This is an optimization exercise on Yosys and OpenROAD, whose aim is small area, not a production implementation. The RTL was checked by simulation tests, not by an equivalence proof against the original design. Power is estimated from default activity; no workload was simulated.

Setup of try-umber:
==> flow/design.v <==
module Clock_divider(inClock, reset, tick);
	input inClock;
	input reset;
	output tick;
	reg       half;
	reg [5:0] cnt;
	wire wrap = &cnt;
	assign tick = wrap && !half;
	always @ (posedge inClock)
	begin
		if(reset)
		begin
			cnt  <= 6'd14;
			half <= 0;
		end
		else
		begin
			cnt <= wrap ? 6'd14 : cnt + 6'd1;
			if(wrap)
				half <= ~half;
		end
	end
endmodule
module LFSR( clock, reset, tick, s1, rando);
	input 			  clock;
	input 			  reset;
	input 			  tick;
	input 			  s1;
	output reg [8:0] rando;
	wire feedback = (rando[8] ^ rando[4]) || (rando == 0);
	always @ (posedge clock)
	begin
		if(reset)
			rando <= 0;
		else if(tick && s1)
			rando <= {rando[7:0],feedback};
	end
endmodule
module Count_down(clock, reset, tick, start, s1, s2, done);
	input          clock;
	input          reset;
	input          tick;
	input    [8:0] start;
	input          s1;
	input          s2;
	output reg     done;
	reg      [8:0] count;
	always @ (posedge clock)
	begin
		if(reset)
		begin
			count <= 0;
			done  <= 0;
		end
		else if(tick)
		begin
			if(s1)
				count <= start;
			else if(s2 && count != 0)
				count <= count - 1;
			done <= s2 && (count == 0);
		end
	end
endmodule
module Count_up(clock, reset, tick, s2, s3, count);
	input             clock;
	input             reset;
	input             tick;
	input             s2;
	input             s3;
	output reg [19:0] count;
	reg [19:0] next;
	reg        c;
	reg  [3:0] d;
	integer    i;
	always @ (*)
	begin
		c = 1'b1;
		for (i = 0; i < 5; i = i + 1)
		begin
			d = count[4*i +: 4];
			next[4*i + 0] = d[0] ^ c;
			next[4*i + 1] = d[1] ^ (c & d[0] & !d[3]);
			next[4*i + 2] = d[2] ^ (c & d[0] & d[1]);
			next[4*i + 3] = d[3] ^ (c & d[0] & (d[3] | (d[1] & d[2])));
			c = c & d[0] & d[3];
		end
	end
	always @ (posedge clock)
	begin
		if(reset)
			count <= 0;
		else if(tick)
		begin
			if(s2)
				count <= 0;
			else if(s3)
				count <= next;
		end
	end
endmodule
module Seven_Seg(
	input [3:0] val,
	input en,
	output reg [6:0] HEXX
	);
	always @ (*)
	begin
		if(en)
		begin
			case(val)
				0:  HEXX = 7'b1000000;
				1:  HEXX = 7'b1111001;
				2:  HEXX = 7'b0100100;
				3:  HEXX = 7'b0110000;
				4:  HEXX = 7'b0011001;
				5:  HEXX = 7'b0010010;
				6:  HEXX = 7'b0000010;
				7:  HEXX = 7'b1111000;
				8:  HEXX = 7'b0000000;
				9:  HEXX = 7'b0010000;
				10: HEXX = 7'b0001000;
				11: HEXX = 7'b0000011;
				12: HEXX = 7'b1000110;
				13: HEXX = 7'b0100001;
				14: HEXX = 7'b0000110;
				default: HEXX = 7'b0001110;
			endcase
		end
		else
			HEXX = 7'b1111111;
	end
endmodule
module Project2_top( Clk_10M, reset, HEX0, HEX1, HEX2, HEX3, HEX4, HEX5, KEY, LEDR, SW);
	input 		      Clk_10M;
	input 		      reset;
	output     [7:0]  HEX0, HEX1, HEX2, HEX3, HEX4, HEX5;
	input	     [1:0]  KEY;
	output     [9:0]  LEDR;
	input      [9:0]  SW;
	reg         deltaKEY;
	wire        tick_1K;
	reg  [1:0]  state;
	wire [8:0]  countdown;
	reg  [2:0]  shifted;
	wire        endCD;
	reg  [19:0] BCDHighScore;
	wire [19:0] BCDCurrentScore;
	wire [19:0] DISPLAY;
	wire s0 = (state == 2'd0);
	wire s1 = (state == 2'd1);
	wire s2 = (state == 2'd2);
	wire s3 = (state == 2'd3);
	Clock_divider cdiv1(Clk_10M, reset, tick_1K);
	LFSR rand1(Clk_10M, reset, tick_1K, s1, countdown);
	always @ (posedge Clk_10M)
	begin
		if(reset)
			shifted <= 0;
		else if(!countdown[8])
			shifted <= countdown[7:5];
	end
	Count_down cdow1(Clk_10M, reset, tick_1K, countdown, s1, s2, endCD);
	Count_up   cup1(Clk_10M, reset, tick_1K, s2, s3, BCDCurrentScore);
	assign DISPLAY = SW[9] ? BCDHighScore : BCDCurrentScore;
	Seven_Seg SS0(DISPLAY[ 3: 0], s1, HEX0[6:0]);
	Seven_Seg SS1(DISPLAY[ 7: 4], s1, HEX1[6:0]);
	Seven_Seg SS2(DISPLAY[11: 8], s1, HEX2[6:0]);
	Seven_Seg SS3(DISPLAY[15:12], s1, HEX3[6:0]);
	Seven_Seg SS4(DISPLAY[19:16], s1, HEX4[6:0]);
	assign HEX0[7] = 1'b1;
	assign HEX1[7] = 1'b1;
	assign HEX2[7] = 1'b1;
	assign HEX3[7] = ~s1;
	assign HEX4[7] = 1'b1;
	assign HEX5 = {1'b1, ~state[1], state[1] | state[0], state[0],
	               ~state[1] & state[0], state[1] & ~state[0], 1'b0,
	               ~state[1] & state[0]};
	wire [7:0] led1h = 8'd1 << shifted;
	assign LEDR = {2'b00, s3 ? led1h : 8'd0};
	wire swled = |(SW[7:0] & led1h);
	wire cur_zero = (BCDCurrentScore == 20'd0);
	reg     best_gt;
	integer k;
	always @ (*)
	begin
		best_gt = 1'b0;
		for (k = 0; k < 20; k = k + 1)
			best_gt = (BCDHighScore[k] & ~BCDCurrentScore[k]) |
			          (~(BCDHighScore[k] ^ BCDCurrentScore[k]) & best_gt);
	end
	wire ld_best = !reset && KEY[1] && (s0 || (s3 && swled && best_gt));
	always @ (posedge Clk_10M)
	begin
		if(ld_best)
			BCDHighScore <= BCDCurrentScore | (cur_zero ? 20'h1869F : 20'h0);
	end
	always @ (posedge Clk_10M)
	begin
		if(reset)
		begin
			state    <= 0;
			deltaKEY <= 0;
		end
		else if (!KEY[1])
			state <= 1;
		else if(s0)
			state <= 1;
		else if(s1)
		begin
			if(!KEY[0])
				deltaKEY <= 1;
			else if(deltaKEY)
			begin
				deltaKEY <= 0;
				state    <= 2;
			end
		end
		else if(s2)
		begin
			if(endCD && !swled)
				state <= 3;
		end
		else
		begin
			if(swled)
				state <= 1;
		end
	end
endmodule
Settings: LEC_CHECK=0, CAP_MARGIN=20, CORE_MARGIN=2, CORE_UTILIZATION=65, SLEW_MARGIN=20; clock period 10.0 ns.
standard.sh (not shown) runs the stock make flow with config.mk's settings and CLKGATE_MAP_FILE= SYNTH_SCRIPT=/design/flow/synth_recipe.tcl, a recipe that flattens the netlist after the stock synthesis.
==> flow/flow/run.sh <==
#!/bin/bash
# Own layout flow: the standard ORFS flow, with
#  - an area-oriented synthesis: ORFS's synth.tcl without the half/full adder
#    extraction and with area ABC scripts (flow/s*.script); each script is run
#    and the smallest netlist whose registers (names and cells) are exactly the
#    standard synthesis's is used, else the standard netlist,
#  - the smallest buffer (buf_1) on every input and output port,
#  - a clock tree of small clock buffers without dummy loads,
#  - one tie cell per constant instead of one per load.
# Every tool writes its full output to a log file in the work folder.
set -euo pipefail
W=$(pwd)
F=$W/flow
R=$W/orfs/results/$FLOW_PLATFORM/Project2_top/base

# 1. the standard synthesis (the reference for the register names and cells)
bash standard.sh synth > $W/log_1_std_synth.txt 2>&1
cp $R/1_2_yosys.v $W/std_1_2_yosys.v

regs() { grep -oE '^\s*sky130_fd_sc_hd__(df|edf|sdf|dl)[a-z0-9_]* +[^ (]+' "$1" | awk '{print $1, $2}' | sort; }
regs $W/std_1_2_yosys.v > $W/std_regs.txt

# 2. our own synthesis of the same design, once per ABC script
sed -e 's/\[env_var_exists_and_non_empty ADDER_MAP_FILE\] &&/0 \&\&/' \
    -e 's#log_cmd abc {\*}$abc_args#log_cmd abc {*}[lreplace $abc_args 1 1 $::env(OWN_ABC_SCRIPT)]#' \
    $FLOW_HOME/scripts/synth.tcl > $W/own_synth.tcl
grep -q "0 &&" $W/own_synth.tcl
grep -q "OWN_ABC_SCRIPT" $W/own_synth.tcl
sed "s#source \$::env(SCRIPTS_DIR)/synth.tcl#source $W/own_synth.tcl#" $W/synth_recipe.tcl > $W/own_synth_recipe.tcl
grep -q own_synth.tcl $W/own_synth_recipe.tcl
for S in $F/s*.script; do
  n=$(basename $S .script)
  mkdir -p $W/own_$n
  ( OWN_ABC_SCRIPT=$S make -C $FLOW_HOME DESIGN_CONFIG=$W/config.mk WORK_HOME=$W/own_$n CLKGATE_MAP_FILE= \
      SYNTH_SCRIPT=$W/own_synth_recipe.tcl synth > $W/log_2_own_synth_$n.txt 2>&1 || true ) &
done
wait
best=""; best_area=""
: > $W/log_3_netlist_choice.txt
for S in $F/s*.script; do
  n=$(basename $S .script)
  V=$W/own_$n/results/$FLOW_PLATFORM/Project2_top/base/1_2_yosys.v
  ST=$W/own_$n/reports/$FLOW_PLATFORM/Project2_top/base/synth_stat.txt
  [[ -s $V && -s $ST ]] || { echo "$n: failed" >> $W/log_3_netlist_choice.txt; continue; }
  a=$(grep 'Chip area for module' $ST | awk '{print $NF}')
  if [[ "$(regs $V)" != "$(cat $W/std_regs.txt)" ]]; then echo "$n: $a registers differ" >> $W/log_3_netlist_choice.txt; continue; fi
  echo "$n: $a" >> $W/log_3_netlist_choice.txt
  if [[ -z "$best" ]] || awk -v a=$a -v b=$best_area 'BEGIN{exit !(a<b)}'; then best=$V; best_area=$a; fi
done
if [[ -n "$best" && -s $W/std_regs.txt ]]; then
  echo "using $best ($best_area)" >> $W/log_3_netlist_choice.txt
  cp $best $R/1_2_yosys.v
  rm -f $R/1_synth.odb $R/1_synth.sdc
else
  echo "using the standard netlist" >> $W/log_3_netlist_choice.txt
fi

# 3. the rest of the standard flow
export BUFFER_PORTS_ARGS="-buffer_cell sky130_fd_sc_hd__buf_1"
export CTS_ARGS="$(cat $F/cts_args.txt)"
export SKIP_REPAIR_TIE_FANOUT=1
bash standard.sh finish > $W/log_4_layout.txt 2>&1
Other scripts of this flow, unchanged in this note and not shown: flow/flow/cts_args.txt, flow/flow/s0.script, flow/flow/s1.script, flow/flow/s2.script, flow/flow/s3.script
Inputs modified between try-umber and try-ember:
==> flow/design.v, changed modules only <==
module Clock_divider(inClock, reset, tick);
	input inClock;
	input reset;
	output tick;
	localparam [15:0] FEEDBACK = 16'd19890;
	reg  [6:0] s;
	wire       f = FEEDBACK[{s[6], s[4], s[1], s[0]}];
	assign tick = ~s[6] & ~s[4] & s[3] & ~s[2] & ~s[0];
	always @ (posedge inClock)
	begin
		if(reset)
			s <= 7'd3;
		else
			s <= {~s[5:0], f};
	end
endmodule
module LFSR( clock, reset, tick, s1, rando);
	input 			  clock;
	input 			  reset;
	input 			  tick;
	input 			  s1;
	output reg [8:0] rando;
	wire feedback = (rando[8] ^ rando[4]) | ~|rando[7:0];
	always @ (posedge clock)
	begin
		if(reset)
			rando <= 0;
		else if(tick && s1)
			rando <= {rando[7:0],feedback};
	end
endmodule
Results
Cell area sits lower in try-ember than in try-umber. Summary — post-route clock period utilization, try-ember relative to try-umber: higher, by 4.8 points. NOTE count of non-CTS buffers in the layout try-umber->try-ember increased slightly. Summary: with try-umber as the reference, static leakage power in try-ember moved down by a few percent. Going from try-umber to try-ember, the die area was shrunk. Of try-umber and try-ember, try-ember shows the lower setup slack, with try-umber above it. The met3 track demand over resource reported for try-ember is smaller than that of try-umber by 1.4 points. Between try-umber and try-ember, the core utilization of the finished layout figures differ only marginally. Compared with try-umber, in try-ember flip-flop and latch share of the layout cell area climbed 0.49 points, instance count of the mapped netlist shows a reduction of 25, portion of total power attributed to combinational logic rose by 0.4 points. try-ember against try-umber: fill cell total of the finished layout held steady, minimum clock period went up.

==> re-timing with driven ports <==
The flow's constraints put no driver on any port. The routed layouts listed below were extracted and timed again, unchanged, in two steps.
Step 1 (the two cells are an assumption about what drives the block):
set clk [get_ports {Clk_10M}]
set_driving_cell -lib_cell sky130_fd_sc_hd__clkbuf_16 $clk
set_driving_cell -lib_cell sky130_fd_sc_hd__buf_2 [delete_from_list [all_inputs] $clk]
Step 2 moves the port delays by t, midway between the first and last clock arrival at a register: inputs arrive t later, outputs are due t later. That takes back most of the time a late clock gives input paths.
Slacks: ideal / step 1 / step 2; pairs: ideal / step 1.
| run | t (ns) | slack for setup (ns) | worst setup path after step 2 | worst register clock-pin slew, ns |
|---|---|---|---|---|
| try-umber | 0.438 | 3.240 / 3.218 / 3.218 | input to output | 0.12 / 0.12 |
| try-ember | 0.431 | 2.761 / 2.728 / 2.728 | input to output | 0.11 / 0.11 |
After both steps every run listed still meets setup and hold. For try-ember, which loses most, drivers alone change the setup slack by -0.033 ns; drivers and shift together by -0.033 ns.
